This is an optimization exercise on Yosys and OpenROAD, whose aim is small area, not a production implementation.
Only simulation tests tie the RTL to the original design; equivalence was not proved. No driver is modelled on the clock port, so clocking that relies on it looks cheaper here than on a real chip.

## amber
==> flow/design.v (excerpt) <==
module canny_top #(
    parameter IMG_W = 256
)(
    input  wire        clk,
    input  wire        rst,
    input  wire [7:0]  pixel_in,
    output wire        out_valid,
    output wire [7:0]  pixel_out
);
clock: 12.0 ns
lec_check: 0
abc_area: 1
cap_margin: 20
core_margin: 2
core_utilization: 72
gpl_timing_driven: 0
slew_margin: 20
standard.sh (not shown) runs the stock make flow with config.mk's settings and CLKGATE_MAP_FILE= SYNTH_SCRIPT=/design/flow/synth_recipe.tcl, a recipe that flattens the netlist after the stock synthesis.
==> flow/flow/run.sh <==
#!/bin/bash
# Standard layout (the standard.sh), with clock tree synthesis told not to
# add dummy balancing loads and to cluster up to 32 flip-flops per leaf buffer.
set -euo pipefail
export CTS_ARGS="-sink_clustering_enable -repair_clock_nets -dont_use_dummy_load -sink_clustering_size 32 -sink_clustering_max_diameter 80"
bash standard.sh > standard.log 2>&1
As the logs show, amber stopped at 3_5_place_dp after a tool error, so it never reached the end of the flow.
[inputs] sierra vs amber
Settings: CORE_UTILIZATION changed from 72 to 65.
==> flow/flow/run.sh <==
#!/bin/bash
# Standard layout (the standard.sh), with clock tree synthesis told not to
# add dummy balancing loads and to cluster up to 34 flip-flops per leaf buffer,
# and the port buffers made with the smallest buffer cell.
set -euo pipefail
export CTS_ARGS="-sink_clustering_enable -repair_clock_nets -dont_use_dummy_load -sink_clustering_size 34 -sink_clustering_max_diameter 80"
export BUFFER_PORTS_ARGS="-buffer_cell sky130_fd_sc_hd__buf_1"
bash standard.sh > standard.log 2>&1
Notes after the runs:
The flow ran to completion for all of amber and sierra but amber, which stopped partway.
Across both runs, overall die height was higher for sierra than for amber.
Effective utilization at floorplan: sierra vs amber down 7.2 points
sierra vs. amber: global placer's final weighted congestion went down by 3.3%.
Delta (sierra minus amber): proportion of synthesized flip-flops having asynchronous set or reset now sits at about the same level; number of placement rows grew by 11; portion of the post-synthesis area used by sequential elements now sits at about the same level.
Chip width in sierra is 5.2% higher than in amber
As far as area after synthesis goes, sierra and amber are indistinguishable; the numbers are identical.


Setup of cedar:
canny_top, a different RTL version from the one above (not shown whole).
Size: about 13000 cells after synthesis, roughly 12000 flip-flops, ~250000 um2 of cells after synthesis.
Design canny_top, start of the top module:
module canny_top #(
    parameter IMG_W = 256
)(
    input  wire        clk,
    input  wire        rst,
    input  wire [7:0]  pixel_in,
    output wire        out_valid,
    output wire [7:0]  pixel_out
);
export LEC_CHECK = 0
export CAP_MARGIN = 60
export CORE_MARGIN = 2
export CORE_UTILIZATION = 40
export CTS_CLUSTER_DIAMETER = 80
export CTS_CLUSTER_SIZE = 30
export SLEW_MARGIN = 60
create_clock -name core_clock -period 12.0 [get_ports {clk}]
run.sh (not shown) runs the stock make flow with config.mk's settings and CLKGATE_MAP_FILE= SYNTH_SCRIPT=/design/flow/synth_recipe.tcl, a recipe that flattens the netlist after the stock synthesis.
Stock flow here: none of the scripts above is used.
#### Input delta (harbor over cedar)
Settings: a change of CORE_UTILIZATION from 40 to 75; an added ABC_AREA of 1.
==> comparison <==
The log for harbor ends in 3_5_place_dp with error DPL-0033, so the run never completed.
Number of port buffers came out exactly the same in cedar and harbor.
Against cedar, harbor comes in 79 lower on number of placement rows.
In the tables for cedar and harbor, synthesized cell count reads higher with harbor.
Across both runs, post-detailed-placement half-perimeter wirelength was higher for harbor than for cedar.
Of cedar and harbor, the run reporting the higher share of the synthesized area in compound gates (AO/OA/AOI/OAI) was cedar.
> inputs changed (harbor -> onyx)
Settings: swapping 75 for 65 in CORE_UTILIZATION.
==> comparison <==
onyx: flow completed, timing, DRC and antenna clean
Reported for harbor and onyx, average instance area after synthesis turned out identical to the last digit.
onyx against harbor: synthesized cell count ~0 delta, half-perimeter wire length after detailed placement -49%, die extent in y +about 7%, final weighted congestion in routability-driven placement -0.018, post-synth net total ~0 delta.
NOTE number of placement rows harbor->onyx increased by a little under 10%
harbor -> onyx: number of different library cells in the post-synthesis netlist delta 0, exact match
Compared harbor against onyx; xor-xnor portion of the synthesized cell area within noise.
onyx vs harbor — die span in x climbed by a little under 10%


Setup of before:
Starting RTL as in the previous note.
export LEC_CHECK = 0
export ABC_AREA = 1
export CAP_MARGIN = 60
export CORE_MARGIN = 2
export CORE_UTILIZATION = 55
export CTS_CLUSTER_DIAMETER = 80
export CTS_CLUSTER_SIZE = 30
export SLEW_MARGIN = 60
create_clock -name core_clock -period 12.0 [get_ports {clk}]
Inputs modified between before and after:
Settings: swapping 55 for 70 in CORE_UTILIZATION.
==> notes.md <==
For the detailed placement HPWL, after came in about 33% higher than before did.
Re simple-gate portion of the synthesized area: no difference whatsoever between before and after.
Taking before as the reference, in after post-synth net total has remained practically unchanged; initial standard-cell utilization of the core has increased; final estimated routing congestion in global placement has increased.
after never completed, since it errored out during 3_5_place_dp.


The RTL this note starts from:
==> flow/design.v <==
`timescale 1ns / 1ps
module sobel_unit (
    input  wire       clk,
    input  wire [7:0] x_top,
    input  wire [7:0] x_mid,
    input  wire [7:0] x_bot,
    output wire [9:0] mh,
    output wire [1:0] cls
);
    function [11:0] rca;
        input [11:0] a, b;
        input        cin;
        integer i;
        reg c;
        begin
            c = cin;
            for (i = 0; i < 12; i = i + 1) begin
                rca[i] = a[i] ^ b[i] ^ c;
                c = (a[i] & b[i]) | (a[i] & c) | (b[i] & c);
            end
        end
    endfunction
    wire [11:0] tb_w  = rca({4'b0, x_top}, {4'b0, x_bot}, 1'b0);
    wire [11:0] an_w  = rca(tb_w, {3'b0, x_mid, 1'b0}, 1'b0);
    wire [9:0]  a_new = an_w[9:0];
    wire [11:0] bn_w  = rca({4'b0, x_bot}, ~{4'b0, x_top}, 1'b1);
    wire [8:0]  b_new = bn_w[8:0];    
    reg [9:0] a1, a2;
    reg [8:1] b1h, b2h;
    always @(posedge clk) begin
        a1 <= a_new; a2 <= a1;
        b1h <= b_new[8:1]; b2h <= b1h;
    end
    wire [8:0] b1 = {b1h, a1[0]};
    wire [8:0] b2 = {b2h, a2[0]};
    wire [11:0] fx_w = rca({2'b0, a_new}, ~{2'b0, a2}, 1'b1);
    wire [10:0] fx   = fx_w[10:0];
    wire [11:0] fy_1 = rca({{3{b2[8]}}, b2}, {{3{b_new[8]}}, b_new}, 1'b0);
    wire [11:0] fy_w = rca(fy_1, {{2{b1[8]}}, b1, 1'b0}, 1'b0);
    wire [10:0] fy   = fy_w[10:0];
    wire [9:0]  ax   = fx[10] ? -fx[9:0] : fx[9:0];
    wire [9:0]  ay   = fy[10] ? -fy[9:0] : fy[9:0];
    wire [11:0] mag_w = rca({2'b0, ax}, {2'b0, ay}, 1'b0);
    assign mh = mag_w[10:1];
    wire        quad = fx[10] ^ fy[10];
    wire [11:0] t1 = rca({4'b0, ax[9:2]}, {5'b0, ax[9:3]}, 1'b0);
    wire [11:0] t2 = rca({7'b0, ax[9:5]}, {9'b0, ax[9:7]}, 1'b0);
    wire [11:0] t3 = rca(t1, t2, 1'b0);
    wire [11:0] d22w = rca({2'b0, ay}, ~t3, 1'b1);            
    wire [11:0] d67w = rca(d22w, ~{2'b0, ax}, 1'b1);          
    assign cls = d22w[11]         ? 2'd0 :
                 d67w[11] ? (quad ? 2'd2 : 2'd1) :
                                   2'd3;
endmodule
`timescale 1ns / 1ps
module canny_top #(
    parameter IMG_W = 256
)(
    input  wire        clk,
    input  wire        rst,
    input  wire [7:0]  pixel_in,
    output wire        out_valid,
    output wire [7:0]  pixel_out
);
    function [11:0] rca;
        input [11:0] a, b;
        input        cin;
        integer i;
        reg c;
        begin
            c = cin;
            for (i = 0; i < 12; i = i + 1) begin
                rca[i] = a[i] ^ b[i] ^ c;
                c = (a[i] & b[i]) | (a[i] & c) | (b[i] & c);
            end
        end
    endfunction
    reg  [7:0] col;
    reg  [2:0] row;
    wire [10:0] cnt = {row, col};
    always @(posedge clk) begin
        if (rst) begin
            col <= 8'd0;
            row <= 3'd0;
        end else begin
            col <= col + 8'd1;
            if (col == 8'd255 && row != 3'd7)
                row <= row + 3'd1;
        end
    end
    reg [8*768-1:0] xc;
    always @(posedge clk)
        xc <= {xc[8*767-1:0], rst ? 8'd0 : pixel_in};    
    localparam [1:0] C_H = 2'd0,    
                     C_D = 2'd1,    
                     C_V = 2'd2,    
                     C_W = 2'd3;    
    wire [9:0] mh_l;
    wire [1:0] cls_l;
    sobel_unit sob_l (
        .clk(clk),
        .x_top(xc[8*513-1 -: 8]), .x_mid(xc[8*257-1 -: 8]), .x_bot(xc[7:0]),
        .mh(mh_l), .cls(cls_l)
    );
    wire [9:0] mh_u;
    wire [1:0] cls_u;
    sobel_unit sob_u (
        .clk(clk),
        .x_top(xc[8*768-1 -: 8]), .x_mid(xc[8*512-1 -: 8]), .x_bot(xc[8*256-1 -: 8]),
        .mh(mh_u), .cls(cls_u)
    );
    wire valid_l_s = (cnt >= 11'd514) && (col != 8'd0) && (col != 8'd1);
    wire valid_u_s = (cnt >= 11'd769) && (col != 8'd255) && (col != 8'd0);
    reg [9:0] hl0;
    reg [9:0] hu0, hu1, hu2;
    reg [1:0] zl0, zl1;
    reg [1:0] zu0, zu1, zu2, zu3;
    always @(posedge clk) begin
        if (rst)
            hl0 <= 10'd0;
        else if (valid_l_s)
            hl0 <= mh_l;
        if (rst)
            hu0 <= 10'd0;
        else if (valid_u_s)
            hu0 <= mh_u;
        if (valid_l_s)
            zl0 <= cls_l;
        if (valid_u_s)
            zu0 <= cls_u;
        hu1 <= hu0; hu2 <= hu1;
        zl1 <= zl0;
        zu1 <= zu0; zu2 <= zu1; zu3 <= zu2;
    end
    wire l_ge_u1 = hl0 >= hu1;      
    wire u1_ge_l = hu1 >= hl0;
    wire l_ge_u2 = hl0 >= hu2;      
    wire u2_ge_l = hu2 >= hl0;
    wire u0_ge_l = hu0 >= hl0;      
    wire u0_ge_u1 = hu0 >= hu1;     
    wire u1_ge_u0 = hu1 >= hu0;
    reg [1:0] dl_ok;     
    reg       dn_ok;     
    reg       rt_ok;     
    reg [1:0] lt_ok;     
    always @(posedge clk) begin
        dl_ok <= {dl_ok[0], u0_ge_l};
        dn_ok <= u1_ge_l;
        rt_ok <= u1_ge_u0;
        lt_ok <= {lt_ok[0], u0_ge_u1};
    end
    wire up_chk = (zl1 == C_V) ? l_ge_u1 :
                  (zl1 == C_D) ? l_ge_u2 : 1'b1;
    wire [9:0] hq = hu2;        
    reg        chk;
    always @* begin
        case (zu3)              
            C_H:     chk = lt_ok[1] & rt_ok;       
            C_W:     chk = rt_ok & dl_ok[1];       
            C_V:     chk = up_ok & dn_ok;          
            default: chk = up_ok & u2_ge_l;        
        endcase
    end
    wire alive = (cnt == 11'd772) || chk;
    wire       valid_n = (col != 8'd254) && (col != 8'd255) && (cnt >= 11'd772);
    wire [7:0] clip_q  = (hq[9:7] != 3'd0) ? 8'hFF : {hq[6:0], 1'b0};
    wire [7:0] ns_new  = (valid_n && alive) ? clip_q : 8'd0;
    function [15:0] nc_code;
        input [7:0] m, t;
        input       e, u;
        reg   [7:0] te;
        reg         eh;
        begin
            eh = e & t[7] & (t[6:1] != 6'd0);      
            if (t[0])
                te = eh ? 8'hFF : 8'h80;
            else
                te = eh ? {1'b1, t[6:0]} : {1'b0, t[7:1]};
            if (m[0])
                nc_code = {te, 6'b100000, u, 1'b1};
            else
                nc_code = {u, m[7:1], te};
        end
    endfunction
    function nc_sp;                  
        input [15:0] c;
        nc_sp = c[7] & c[0] & (c[6:2] == 5'd0);
    endfunction
    function [7:0] nc_mid;
        input [15:0] c;
        nc_mid = nc_sp(c) ? 8'hFF : {c[14:8], 1'b0};
    endfunction
    reg [7:0] m_r, t_r;
    reg       u_r;
    reg  [16*255-1:0] ncj;
    wire [15:0] ent  = ncj[16*255-1 -: 16];       
    wire        sp   = nc_sp(ent);
    wire [7:0]  te_j = sp ? ent[15:8] : ent[7:0];
    wire [7:0]  n_mid = nc_mid(ent);              
    wire [7:0]  n_top = te_j[7] ? (((te_j[6:0] == 7'd0) || (te_j[6:0] == 7'h7F)) ?
                                   8'hFF : {1'b1, te_j[6:0]}) :
                                  {te_j[6:0], 1'b0};    
    wire        e_j   = te_j[7] & (te_j[6:0] != 7'd0);  
    wire        u_j   = sp ? ent[1] : ent[15];          
    wire [7:0]  n_bot = ns_new;                         
    reg         up_ok;           
    always @(posedge clk) begin
        m_r <= n_bot;
        t_r <= n_mid;
        u_r <= up_chk;
        up_ok <= u_j;
    end
    wire [11:0] s_1 = rca({4'b0, n_top}, {4'b0, n_mid}, 1'b0);
    wire [11:0] s_w = rca(s_1, {4'b0, n_bot}, 1'b0);
    wire [9:0] s_new = s_w[9:0];
    reg  [9:0] s1, s2;
    always @(posedge clk) begin
        s1 <= s_new;
        s2 <= s1;
    end
    wire [11:0] sum_1 = rca({2'b0, s_new}, {2'b0, s1}, 1'b0);
    wire [11:0] sum9 = rca(sum_1, {2'b0, s2}, 1'b0);
    wire [7:0]  din_nx  = (col == 8'd250) ? nc_mid(ncj[16*253-1 -: 16]) : n_mid;
    wire [11:0] din9_nx = rca({1'b0, din_nx, 3'b000}, {4'b0, din_nx}, 1'b0) + 12'd8;
    wire        ge_nx   = (sum9 <= din9_nx);
    reg         is_strong, is_weak;     
    wire valid_l = (col != 8'd251) && (col != 8'd252) && (cnt >= 11'd509);
    reg [7:0]   hc;             
    reg [4:0]   hd;             
    reg [7:0]   hcol;
    reg         wrapped;
    reg         connected;
    wire dout = (col == 8'd253) ? hc[2] : hc[0];
    wire r_col  = (col == 8'd253 || col == 8'd254) ? hd[4] : hd[2];
    wire r_col1 = (col == 8'd253) ? hd[3] : hd[1];
    wire e_new  = is_strong | (is_weak & connected);
    always @(posedge clk) begin
        hc <= {hc[6:0], e_new};
        hd <= {hd[3:0], e_j};
        ncj <= {ncj[16*254-1:0], nc_code(m_r, t_r, e_new, u_r)};
        if (rst) begin
            is_strong <= 1'b0;
            is_weak   <= 1'b0;
        end else if (valid_l) begin
            is_strong <= (din_nx >= 8'd155) && ge_nx;
            is_weak   <= (din_nx >= 8'd130) && ge_nx;
        end
        if (rst) begin
            hcol    <= 8'd0;
            wrapped <= 1'b0;
        end else if (valid_l) begin
            connected <= ((hcol != 8'd0) & dout) |
                         (wrapped & r_col) |
                         (wrapped & (hcol != 8'd255) & r_col1);
            hcol <= hcol + 8'd1;
            if (hcol == 8'd255)
                wrapped <= 1'b1;
        end
    end
    assign out_valid = (cnt >= 11'd515) && (col != 8'd3) && (col != 8'd4);
    assign pixel_out = {8{hc[7]}};
endmodule
export LEC_CHECK = 0
export ABC_AREA = 1
export CAP_MARGIN = 20
export CORE_MARGIN = 2
export CORE_UTILIZATION = 60
export GPL_TIMING_DRIVEN = 0
export SLEW_MARGIN = 20
create_clock -name core_clock -period 12.0 [get_ports {clk}]
standard.sh (not shown) runs the stock make flow with config.mk's settings and CLKGATE_MAP_FILE= SYNTH_SCRIPT=/design/flow/synth_recipe.tcl, a recipe that flattens the netlist after the stock synthesis.
==> flow/flow/run.sh <==
#!/bin/bash
# Standard layout (the standard.sh), with clock tree synthesis told not to
# add dummy balancing loads and to cluster up to 36 flip-flops per leaf buffer,
# and the port buffers made with the smallest buffer cell.
set -euo pipefail
export CTS_ARGS="-sink_clustering_enable -repair_clock_nets -dont_use_dummy_load -sink_clustering_size 36 -sink_clustering_max_diameter 80"
export BUFFER_PORTS_ARGS="-buffer_cell sky130_fd_sc_hd__buf_1"
bash standard.sh > standard.log 2>&1
The baseline completed with no timing, DRC or antenna violations.
Change:
==> flow/flow/run.sh (replaced) <==
#!/bin/bash
# Standard layout (the standard.sh), with clock tree synthesis told not to
# add dummy balancing loads and to cluster up to 38 flip-flops per leaf buffer,
# and the port buffers made with the smallest buffer cell.
set -euo pipefail
export CTS_ARGS="-sink_clustering_enable -repair_clock_nets -dont_use_dummy_load -sink_clustering_size 38 -sink_clustering_max_diameter 80"
export BUFFER_PORTS_ARGS="-buffer_cell sky130_fd_sc_hd__buf_1"
bash standard.sh > standard.log 2>&1
Settings changed: CORE_UTILIZATION 60 to 65.
Register-to-register slack gains 0.098 ns.
Wire length is higher by 1.6%.
Maximum frequency is higher by 0.86%.
Flip-flop and latch count does not change.
Worst setup slack gains 0.098 ns.
Cell area is lower by 0.35%.
Change:
==> flow/flow/run.sh (replaced) <==
#!/bin/bash
# Standard layout (the standard.sh), with clock tree synthesis told not to
# add dummy balancing loads and to cluster up to 36 flip-flops per leaf buffer,
# and the port buffers made with the smallest buffer cell.
set -euo pipefail
export CTS_ARGS="-sink_clustering_enable -repair_clock_nets -dont_use_dummy_load -sink_clustering_size 36 -sink_clustering_max_diameter 80"
export BUFFER_PORTS_ARGS="-buffer_cell sky130_fd_sc_hd__buf_1"
bash standard.sh > standard.log 2>&1
Settings changed: GPL_ROUTABILITY_DRIVEN set to 0.
Effect: Non-clock buffer count falls by 2; cell count hardly moves; hold slack is better by 0.0057 ns.
Change:
Settings changed: ABC_AREA 1 to 0, GPL_ROUTABILITY_DRIVEN 0 to not set.
=> Synthesized area stays flat. Non-clock buffer count went up by 42. Design area stays flat. Cell count went down by 2.2%. Worst setup slack is better by 0.018 ns. Sequential cell count stays the same.

[re-timing with driven ports]
No port has a modelled driver above. Below, the same layouts with a new extraction and two added sets of constraints.
Step 1: set_driving_cell puts a clkbuf_16 on clk and a buf_2 on each other input, an assumption about the parent block.
Step 2 also shifts input and output timing later by t, the mid clock arrival at the registers, as if the neighbouring blocks saw the same clock.
a / b / c = ideal / step 1 / step 2; a / b = the first two.
run | shift t [ns] | setup slack, ns | clock arrival spread, ns
sierra | 0.987 | 0.469 / 0.469 / 0.469 | 0.152 / 0.152
cedar | 1.141 | 2.527 / 2.527 / 2.527 | 0.074 / 0.074
onyx | 1.062 | 3.300 / 3.300 / 3.300 | 0.102 / 0.103
before | 1.072 | 3.289 / 3.289 / 3.289 | 0.082 / 0.082
the first run of note 4 | 0.977 | 0.530 / 0.530 / 0.530 | 0.176 / 0.176
the second run of note 4 | 0.972 | 0.627 / 0.627 / 0.627 | 0.155 / 0.156
the third run of note 4 | 0.978 | 0.455 / 0.455 / 0.455 | 0.126 / 0.126
the fourth run of note 4 | 0.976 | 0.473 / 0.473 / 0.473 | 0.150 / 0.150
After both steps setup and hold are still met in every run listed.
